From an optimization exercise on the open Yosys and OpenROAD flow, aimed at small area; shortcuts taken in it are not production practice. Only simulation tests tie the RTL to the original design; equivalence was not proved. Power is estimated from default activity; no workload was simulated.

north:
==> flow/design.v <==
module ad (
    input  clk,
    input  rst_n,
    input  ad_in,
    output adclk,
    output cs_n,
    output LED1,
    output LED2,
    output LED3,
    output LED4
);
    reg [5:0] l;    
    reg [7:0] h;    
    reg [3:0] w;    
    wire l_end = (l == 6'd39);
    wire t_ok  = w[3] & w[0];
    always @(posedge clk or negedge rst_n)
        if (!rst_n) begin
            l <= 6'd23;
            h <= 8'd97;
            w <= 4'd0;
        end else begin
            l <= l_end ? 6'd0 : l + 6'd1;
            if (l_end)
                h <= (h == 8'd199) ? 8'd0 : h + 8'd1;
            if (!t_ok && h == 8'd135 && l == 6'd37)
                w <= w + 4'd1;
        end
    wire l_lo = (l < 6'd20);
    assign cs_n  = ~((h < 8'd17) || (h == 8'd17 && l_lo));
    assign adclk = ~((h != 8'd0) && (h <= 8'd16) && l_lo);
    wire       samp = (l == 6'd19) && (h < 8'd16);
    wire [3:0] p    = h[3:0];
    wire       b    = ad_in;
    wire       first = (p == 4'd0);
    wire [15:0] K1 = 16'h0860, K2 = 16'h08B0, K3 = 16'h0C0C;
    wire [2:0] c = {K3[4'd15 - p], K2[4'd15 - p], K1[4'd15 - p]};
    reg  [2:0] gt, eq;
    reg        nz;
    wire [2:0] eq_i = eq | {3{first}};
    wire [2:0] gt_i = gt & ~{3{first}};
    always @(posedge clk)
        if (samp) begin
            eq <= eq_i & ~({3{b}} ^ c);
            gt <= gt_i | (eq_i & {3{b}} & ~c);
            nz <= (nz & ~first) | b;
        end
    wire win = (h > 8'd17) || (h == 8'd17 && l >= 6'd21);
    reg [4:1] led;
    always @(posedge clk or negedge rst_n)
        if (!rst_n)
            led <= 4'b1111;
        else if (!t_ok)
            led <= 4'b1111;
        else if (win) begin
            if (!nz)
                led <= 4'b1111;            
            else if (!gt[0])
                led[4] <= 1'b0;            
            else if (!gt[1])
                led <= 4'b1011;            
            else if (!gt[2])
                led <= 4'b1101;            
            else
                led <= 4'b1110;            
        end
    assign LED1 = led[1];
    assign LED2 = led[2];
    assign LED3 = led[3];
    assign LED4 = led[4];
endmodule
module DoublePulse (
    input      clk,
    input      rst_n,
    input      TEM,
    output reg K
);
    reg       s0, s1;
    reg [6:0] cnt;
    reg [1:0] c;
    localparam [6:0] C_99 = 7'd75;
    wire tick = (cnt == C_99);
    always @(posedge clk or negedge rst_n)
        if (!rst_n) begin
            s0  <= 1'b0;
            s1  <= 1'b0;
            cnt <= 7'd0;
            c   <= 2'd0;
            K   <= 1'b0;
        end else begin
            s0 <= TEM;
            s1 <= s0;
            if (s0 != s1 || tick)
                cnt <= 7'd0;
            else
                cnt <= {cnt[5:0], ~(cnt[6] ^ cnt[5])};
            if (c == 2'd3) begin
                c <= 2'd0;
                K <= ~K;
            end else if (s1 != K)
                c <= 2'd0;
            else if (tick)
                c <= c + 2'd1;
        end
endmodule
module err_high_detect (
    input  clk,
    input  rst_n,
    input  err,
    output led
);
    reg       e;     
    reg [2:0] st;
    wire chg  = err ^ e;
    wire full = st[2] & ~st[1];
    always @(posedge clk or negedge rst_n)
        if (!rst_n) begin
            e  <= 1'b1;
            st <= 3'b000;
        end else begin
            e     <= err;
            st[2] <= ~chg & (st[2] | st[1]);
            st[1] <= ~chg & st[0];
            st[0] <= ~chg & ~st[2];
        end
    assign led = ~full | e;
endmodule
module uart_rx (
    input            sys_clk,
    input            sys_rst_n,
    input            rx,
    output reg [7:0] po_data,
    output reg       po_flag
);
    localparam IDLE = 4'd15;
    localparam [12:0] MASK = 13'b1010101010101;
    localparam [12:0] Q_2083 = 13'd1989, Q_4165 = 13'd6425;
    reg        rx_reg1, rx_reg2, rx_reg3;
    reg        start_nedge;
    reg [12:0] baud_reg;
    reg [3:0]  bit_cnt;
    reg [7:0]  rx_data;
    reg        rx_flag;
    wire [12:0] q        = baud_reg ^ MASK;
    wire        work_en  = (bit_cnt != IDLE);
    wire        bit_flag = work_en && (q == Q_2083);
    wire        load     = !work_en || (q == Q_4165);
    wire [12:0] q_next   = load ? 13'd0 : {q[11:0], ~(q[12] ^ q[11])};
    always @(posedge sys_clk)
        baud_reg <= q_next ^ MASK;
    always @(posedge sys_clk or negedge sys_rst_n)
        if (!sys_rst_n) begin
            rx_reg1     <= 1'b1;
            rx_reg2     <= 1'b1;
            rx_reg3     <= 1'b1;
            start_nedge <= 1'b0;
            bit_cnt     <= IDLE;
            rx_flag     <= 1'b0;
            po_flag     <= 1'b0;
        end else begin
            rx_reg1     <= rx;
            rx_reg2     <= rx_reg1;
            rx_reg3     <= rx_reg2;
            start_nedge <= ~rx_reg2 & rx_reg3;
            if (bit_flag && bit_cnt == 4'd8)
                bit_cnt <= start_nedge ? 4'd0 : IDLE;
            else if (bit_flag)
                bit_cnt <= bit_cnt + 4'd1;
            else if (start_nedge && !work_en)
                bit_cnt <= 4'd0;
            rx_flag <= bit_flag && bit_cnt == 4'd8;
            po_flag <= rx_flag;
        end
    always @(posedge sys_clk)
        if (bit_flag && bit_cnt != 4'd0)
            rx_data <= {rx_reg3, rx_data[7:1]};
    always @(posedge sys_clk)
        if (rx_flag)
            po_data <= rx_data;
endmodule
module uart_tx (
    input        sys_clk,
    input        sys_rst_n,
    input  [7:0] pi_data,
    input        pi_flag,
    output reg   tx
);
    localparam IDLE = 4'd15;
    localparam [12:0] MASK = 13'b1010101010101;
    localparam [12:0] Q_2 = 13'd3, Q_4165 = 13'd6425;
    reg [12:0] baud_reg;
    reg [3:0]  bit_cnt;
    wire [12:0] q        = baud_reg ^ MASK;
    wire        work_en  = (bit_cnt != IDLE);
    wire        bit_flag = work_en && (q == Q_2);
    wire        load     = !work_en || (q == Q_4165);
    wire [12:0] q_next   = load ? 13'd0 : {q[11:0], ~(q[12] ^ q[11])};
    always @(posedge sys_clk)
        baud_reg <= q_next ^ MASK;
    always @(posedge sys_clk or negedge sys_rst_n)
        if (!sys_rst_n) begin
            bit_cnt <= IDLE;
            tx      <= 1'b1;
        end else begin
            if (bit_flag && bit_cnt == 4'd9)
                bit_cnt <= pi_flag ? 4'd0 : IDLE;
            else if (pi_flag && !work_en)
                bit_cnt <= 4'd0;
            else if (bit_flag)
                bit_cnt <= bit_cnt + 4'd1;
            if (bit_flag)
                case (bit_cnt)
                    4'd0:    tx <= 1'b0;
                    4'd9:    tx <= 1'b1;
                    default: tx <= pi_data[bit_cnt[2:0] - 3'd1];
                endcase
        end
endmodule
module rs232 (
    input  sys_clk,
    input  sys_rst_n,
    input  rx,
    output tx
);
    wire [7:0] po_data;
    wire       po_flag;
    uart_rx uart_rx_inst (
        .sys_clk   (sys_clk),
        .sys_rst_n (sys_rst_n),
        .rx        (rx),
        .po_data   (po_data),
        .po_flag   (po_flag)
    );
    uart_tx uart_tx_inst (
        .sys_clk   (sys_clk),
        .sys_rst_n (sys_rst_n),
        .pi_data   (po_data),
        .pi_flag   (po_flag),
        .tx        (tx)
    );
endmodule
module UNIT_FINAL(
    input        clk,
    input        sys_rst_n,
    input        ad_in,
    output       adclk,
    input        TEM,
    input        rx,
    input  [3:0] ERR,
    output       tx,
    output       cs_n,
    output       K_1,
    output       K_2,
    output       K_3,
    output       K_4,
    output       LED1,
    output       LED2,
    output       LED3,
    output       LED4,
    output       LED5,
    output       LED7,
    output       LED8,
    output       LED9,
    output       LED10
);
    ad ad (
        .clk   (clk),
        .rst_n (sys_rst_n),
        .ad_in (ad_in),
        .adclk (adclk),
        .cs_n  (cs_n),
        .LED1  (LED1),
        .LED2  (LED2),
        .LED3  (LED3),
        .LED4  (LED4)
    );
    assign LED5 = 1'b1;
    wire k;
    DoublePulse DoublePulse1 (
        .clk   (clk),
        .rst_n (sys_rst_n),
        .TEM   (TEM),
        .K     (k)
    );
    assign K_1 = k;
    assign K_2 = k;
    assign K_3 = k;
    assign K_4 = k;
    err_high_detect err1 (.clk(clk), .rst_n(sys_rst_n), .err(ERR[0]), .led(LED10));
    err_high_detect err2 (.clk(clk), .rst_n(sys_rst_n), .err(ERR[1]), .led(LED9));
    err_high_detect err3 (.clk(clk), .rst_n(sys_rst_n), .err(ERR[2]), .led(LED8));
    err_high_detect err4 (.clk(clk), .rst_n(sys_rst_n), .err(ERR[3]), .led(LED7));
    rs232 rs232 (
        .sys_clk   (clk),
        .sys_rst_n (sys_rst_n),
        .rx        (rx),
        .tx        (tx)
    );
endmodule
==> flow/config.mk <==
export PLATFORM = sky130hd
export DESIGN_NAME = UNIT_FINAL
export DESIGN_NICKNAME = UNIT_FINAL
export VERILOG_FILES = /design/flow/design.v
export SDC_FILE = /design/flow/constraint.sdc
export NUM_CORES = 4
export LEC_CHECK = 0
export CAP_MARGIN = 20
export CORE_MARGIN = 2
export CORE_UTILIZATION = 40
export SLEW_MARGIN = 20
==> flow/constraint.sdc <==
create_clock -name core_clock -period 25.0 [get_ports {clk}]
set_input_delay 5.0000 -clock core_clock [delete_from_list [all_inputs] [get_ports {clk}]]
set_output_delay 5.0000 -clock core_clock [all_outputs]
set_load 0.01 [all_outputs]
standard.sh (not shown) runs the stock make flow with config.mk's settings and CLKGATE_MAP_FILE= SYNTH_SCRIPT=/design/flow/synth_recipe.tcl, a recipe that flattens the netlist after the stock synthesis.
==> flow/flow/run.sh <==
#!/bin/bash
# The standard layout, with the clock tree built without dummy loads and
# with larger sink clusters. Each tool's output goes to a log in this folder.
set -euo pipefail
export CTS_ARGS="-sink_clustering_enable -repair_clock_nets -dont_use_dummy_load -buf_list sky130_fd_sc_hd__clkbuf_8 -sink_clustering_size 50 -sink_clustering_max_diameter 150"
bash standard.sh > make_flow.log 2>&1
north: full flow OK, the timing, DRC and antenna checks passed
What south does differently from north at the input level:
- an added CTS_BUF_LIST of sky130_fd_sc_hd__clkbuf_4
- an added CTS_CLUSTER_SIZE of 50
- an added CTS_CLUSTER_DIAMETER of 100
==> flow/run.sh (new file) <==
#!/bin/bash
# synth_recipe.tcl (not shown) runs the flow's synth.tcl, then flattens the netlist and writes it again
# the make line also repeats each setting of config.mk as NAME=value (left out here)
make -C /OpenROAD-flow-scripts/flow DESIGN_CONFIG=/design/flow/config.mk WORK_HOME=/design/flow/orfs CLKGATE_MAP_FILE= SYNTH_SCRIPT=/design/flow/synth_recipe.tcl finish
removed: flow/flow/run.sh
removed: flow/standard.sh
--- outcome ---
No stage failed in north, and the final checks on the layout all came back clean.
Every stage of the flow completed for south, and the final layout passed the timing, DRC and antenna checks.
When south is measured against north, its overall power after layout turns out 3.7% lower.
Initial antenna violation count was higher in south than in north.
Clock period minus worst slack (south over north): increase, 0.10 ns
Comparing south with north, the register-to-register setup slack came out essentially unchanged.
north -> south: wire length reported by the detailed router flat
Input changes introduced in east (baseline for comparison: south):
- a deleted CTS_BUF_LIST that had been sky130_fd_sc_hd__clkbuf_4
- a deleted CTS_CLUSTER_DIAMETER that had been 100
- a deleted CTS_CLUSTER_SIZE that had been 50
==> flow/flow/run.sh (new file) <==
#!/bin/bash
# The standard layout, with the clock tree built without dummy loads and
# with larger sink clusters. Each tool's output goes to a log in this folder.
set -euo pipefail
export CTS_ARGS="-sink_clustering_enable -repair_clock_nets -dont_use_dummy_load -buf_list sky130_fd_sc_hd__clkbuf_4 -sink_clustering_size 30 -sink_clustering_max_diameter 100"
bash standard.sh > make_flow.log 2>&1
==> flow/standard.sh (new file) <==
#!/bin/bash
# synth_recipe.tcl (not shown) runs the flow's synth.tcl, then flattens the netlist and writes it again
# the make line also repeats each setting of config.mk as NAME=value (left out here)
make -C /OpenROAD-flow-scripts/flow DESIGN_CONFIG=/design/flow/config.mk WORK_HOME=/design/flow/orfs CLKGATE_MAP_FILE= SYNTH_SCRIPT=/design/flow/synth_recipe.tcl "${@:-finish}"
removed: flow/run.sh
Results
On clock period minus final worst setup slack, the lower figure sits with east, not south.
Total power: east below south
In terms of post-route met1 wirelength, east and south differ only marginally.

---

UNIT_FINAL, a different RTL version from the one above (not shown whole).
For scale: ~440 cells after synthesis, about 25 I/O pins, roughly 0.0044 mm² of cells after synthesis.
// UNIT_FINAL
module UNIT_FINAL(
    input        clk,
    input        sys_rst_n,
    input        ad_in,
    output       adclk,
    input        TEM,
    input        rx,
    input  [3:0] ERR,
    output       tx,
    output       cs_n,
    output       K_1,
    output       K_2,
    output       K_3,
    output       K_4,
    output       LED1,
    output       LED2,
    output       LED3,
    output       LED4,
    output       LED5,
    output       LED7,
    output       LED8,
    output       LED9,
    output       LED10
);
==> flow/config.mk <==
export PLATFORM = sky130hd
export DESIGN_NAME = UNIT_FINAL
export DESIGN_NICKNAME = UNIT_FINAL
export VERILOG_FILES = /design/flow/design.v
export SDC_FILE = /design/flow/constraint.sdc
export NUM_CORES = 4
export LEC_CHECK = 0
export CAP_MARGIN = 20
export CORE_MARGIN = 2
export CORE_UTILIZATION = 40
export SLEW_MARGIN = 20
==> flow/constraint.sdc <==
create_clock -name core_clock -period 25.0 [get_ports {clk}]
set_input_delay 5.0000 -clock core_clock [delete_from_list [all_inputs] [get_ports {clk}]]
set_output_delay 5.0000 -clock core_clock [all_outputs]
set_load 0.01 [all_outputs]
==> flow/flow/run.sh <==
#!/bin/bash
# Layout flow: the standard synthesis; then ABC maps the combinational
# logic again for area, keeping every register cell as the synthesis made it;
# then the standard layout, with a clock tree built without dummy loads.
# Each tool writes its full output to a log file in this folder.
set -euo pipefail
W=$(pwd)
RES=$W/orfs/results/$FLOW_PLATFORM/UNIT_FINAL/base
LIB=$FLOW_HOME/platforms/$FLOW_PLATFORM/lib/sky130_fd_sc_hd__tt_025C_1v80.lib
YOSYS=$FLOW_HOME/../tools/install/yosys/bin/yosys
[[ -x $YOSYS ]] || YOSYS=yosys

# 1. standard synthesis
bash standard.sh "$RES/1_2_yosys.v" > synth.log 2>&1
cp "$RES/1_2_yosys.v" "$W/synth_standard.v"

# 2. area re-mapping of the logic between the registers
cat > "$W/remap.ys" <<EOS
read_liberty -ignore_miss_func $LIB
read_verilog $W/synth_standard.v
hierarchy -top $FLOW_TOP
setattr -mod -set keep_hierarchy 1 sky130_fd_sc_hd__df* sky130_fd_sc_hd__edf* sky130_fd_sc_hd__sdf* sky130_fd_sc_hd__sedf* sky130_fd_sc_hd__dl* sky130_fd_sc_hd__conb*
flatten
opt_clean -purge
abc -liberty $LIB -dont_use sky130_fd_sc_hd__probe_p_8 -dont_use sky130_fd_sc_hd__probec_p_8 -dont_use sky130_fd_sc_hd__lpflow_bleeder_1 -dont_use sky130_fd_sc_hd__lpflow_clkbufkapwr_1 -dont_use sky130_fd_sc_hd__lpflow_clkbufkapwr_16 -dont_use sky130_fd_sc_hd__lpflow_clkbufkapwr_2 -dont_use sky130_fd_sc_hd__lpflow_clkbufkapwr_4 -dont_use sky130_fd_sc_hd__lpflow_clkbufkapwr_8 -dont_use sky130_fd_sc_hd__lpflow_clkinvkapwr_1 -dont_use sky130_fd_sc_hd__lpflow_clkinvkapwr_16 -dont_use sky130_fd_sc_hd__lpflow_clkinvkapwr_2 -dont_use sky130_fd_sc_hd__lpflow_clkinvkapwr_4 -dont_use sky130_fd_sc_hd__lpflow_clkinvkapwr_8 -dont_use sky130_fd_sc_hd__lpflow_decapkapwr_12 -dont_use sky130_fd_sc_hd__lpflow_decapkapwr_3 -dont_use sky130_fd_sc_hd__lpflow_decapkapwr_4 -dont_use sky130_fd_sc_hd__lpflow_decapkapwr_6 -dont_use sky130_fd_sc_hd__lpflow_decapkapwr_8 -dont_use sky130_fd_sc_hd__lpflow_inputiso0n_1 -dont_use sky130_fd_sc_hd__lpflow_inputiso0p_1 -dont_use sky130_fd_sc_hd__lpflow_inputiso1n_1 -dont_use sky130_fd_sc_hd__lpflow_inputiso1p_1 -dont_use sky130_fd_sc_hd__lpflow_inputisolatch_1 -dont_use sky130_fd_sc_hd__lpflow_isobufsrc_1 -dont_use sky130_fd_sc_hd__lpflow_isobufsrc_16 -dont_use sky130_fd_sc_hd__lpflow_isobufsrc_2 -dont_use sky130_fd_sc_hd__lpflow_isobufsrc_4 -dont_use sky130_fd_sc_hd__lpflow_isobufsrc_8 -dont_use sky130_fd_sc_hd__lpflow_isobufsrckapwr_16 -dont_use sky130_fd_sc_hd__lpflow_lsbuf_lh_hl_isowell_tap_1 -dont_use sky130_fd_sc_hd__lpflow_lsbuf_lh_hl_isowell_tap_2 -dont_use sky130_fd_sc_hd__lpflow_lsbuf_lh_hl_isowell_tap_4 -dont_use sky130_fd_sc_hd__lpflow_lsbuf_lh_isowell_4 -dont_use sky130_fd_sc_hd__lpflow_lsbuf_lh_isowell_tap_1 -dont_use sky130_fd_sc_hd__lpflow_lsbuf_lh_isowell_tap_2 -dont_use sky130_fd_sc_hd__lpflow_lsbuf_lh_isowell_tap_4 -dont_use sky130_fd_sc_hd__fill_1 -dont_use sky130_fd_sc_hd__fill_2 -dont_use sky130_fd_sc_hd__fill_4 -dont_use sky130_fd_sc_hd__fill_8  -script +strash;ifraig;dc2;dch,-f;amap;topo;dnsize;strash;dch,-f;amap;topo;dnsize
opt_clean -purge
stat -liberty $LIB
select $FLOW_TOP
write_verilog -selected -noattr -nohex -nodec $W/synth_remapped.v
EOS
$YOSYS -s "$W/remap.ys" > remap.log 2>&1
cp "$W/synth_remapped.v" "$RES/1_2_yosys.v"
touch "$RES/1_2_yosys.v"

# 3. standard layout, clock tree without dummy loads
export CTS_ARGS="-sink_clustering_enable -repair_clock_nets -dont_use_dummy_load -root_buf sky130_fd_sc_hd__clkbuf_8 -buf_list sky130_fd_sc_hd__clkbuf_4"
bash standard.sh > layout.log 2>&1
Next try:
--- a/flow/flow/run.sh
+++ b/flow/flow/run.sh
@@ -35,3 +35,3 @@
 # 3. standard layout, clock tree without dummy loads
-export CTS_ARGS="-sink_clustering_enable -repair_clock_nets -dont_use_dummy_load -root_buf sky130_fd_sc_hd__clkbuf_8 -buf_list sky130_fd_sc_hd__clkbuf_4"
+export CTS_ARGS="-sink_clustering_enable -repair_clock_nets -dont_use_dummy_load -buf_list sky130_fd_sc_hd__clkbuf_8"
 bash standard.sh > layout.log 2>&1
=> The changed run finished clean; count of clock-buffer cells in the layout is unchanged; synthesized area stays the same; setup slack is unchanged; wire length is unchanged.
Next try:
--- a/flow/flow/run.sh
+++ b/flow/flow/run.sh
@@ -35,2 +35,3 @@
 # 3. standard layout, clock tree without dummy loads
+export BUFFER_PORTS_ARGS="-buffer_cell sky130_fd_sc_hd__buf_1"
 export CTS_ARGS="-sink_clustering_enable -repair_clock_nets -dont_use_dummy_load -buf_list sky130_fd_sc_hd__clkbuf_8"
Utilization drops by 1.3 points.
Sequential share of layout area is higher by 1.7 points.
Global-route usage is higher by 0.16 points.
Fmax increases by 5.5%.
Next try:
--- a/flow/flow/run.sh
+++ b/flow/flow/run.sh
@@ -35,4 +35,3 @@
 # 3. standard layout, clock tree without dummy loads
-export BUFFER_PORTS_ARGS="-buffer_cell sky130_fd_sc_hd__buf_1"
-export CTS_ARGS="-sink_clustering_enable -repair_clock_nets -dont_use_dummy_load -buf_list sky130_fd_sc_hd__clkbuf_8"
+export CTS_ARGS="-sink_clustering_enable -repair_clock_nets -dont_use_dummy_load -root_buf sky130_fd_sc_hd__clkbuf_16 -buf_list sky130_fd_sc_hd__clkbuf_8"
 bash standard.sh > layout.log 2>&1
Maximum frequency falls by about 5%.
Sequential power hardly moves.
Worst setup slack degrades by 370 ps.
Flip-flop and latch count is unchanged.

[static timing again, ports no longer ideal]
The results above use ideal ports. As a check the final layouts listed here were re-extracted and re-timed, cells and wires unchanged.
Step 1 sets driving cells, clkbuf_16 on the clock port and buf_2 on the other inputs (assumed; they add their load-dependent delay and slew).
Step 2 moves the port delays by t, midway between the first and last clock arrival at a register: inputs arrive t later, outputs are due t later. That takes back most of the time a late clock gives input paths.
Slacks: ideal / step 1 / step 2; pairs: ideal / step 1.
run	t, ns	slack for setup (ns)	slew at the worst register clock pin (ns)	worst data-port slew with drivers (ns)
north	0.438	17.692 / 17.662 / 18.099	0.07 / 0.07	0.03
south	0.538	17.588 / 17.558 / 18.097	0.11 / 0.11	0.03
east	0.514	17.608 / 17.578 / 18.092	0.10 / 0.10	0.03
the first run of note 2	0.378	17.517 / 17.489 / 17.867	0.09 / 0.09	0.03
the second run of note 2	0.378	17.517 / 17.489 / 17.867	0.09 / 0.09	0.03
the third run of note 2	0.376	17.908 / 17.879 / 18.255	0.11 / 0.11	0.03
the fourth run of note 2	0.365	17.541 / 17.507 / 17.872	0.07 / 0.07	0.03
After both steps every run listed still meets setup and hold.
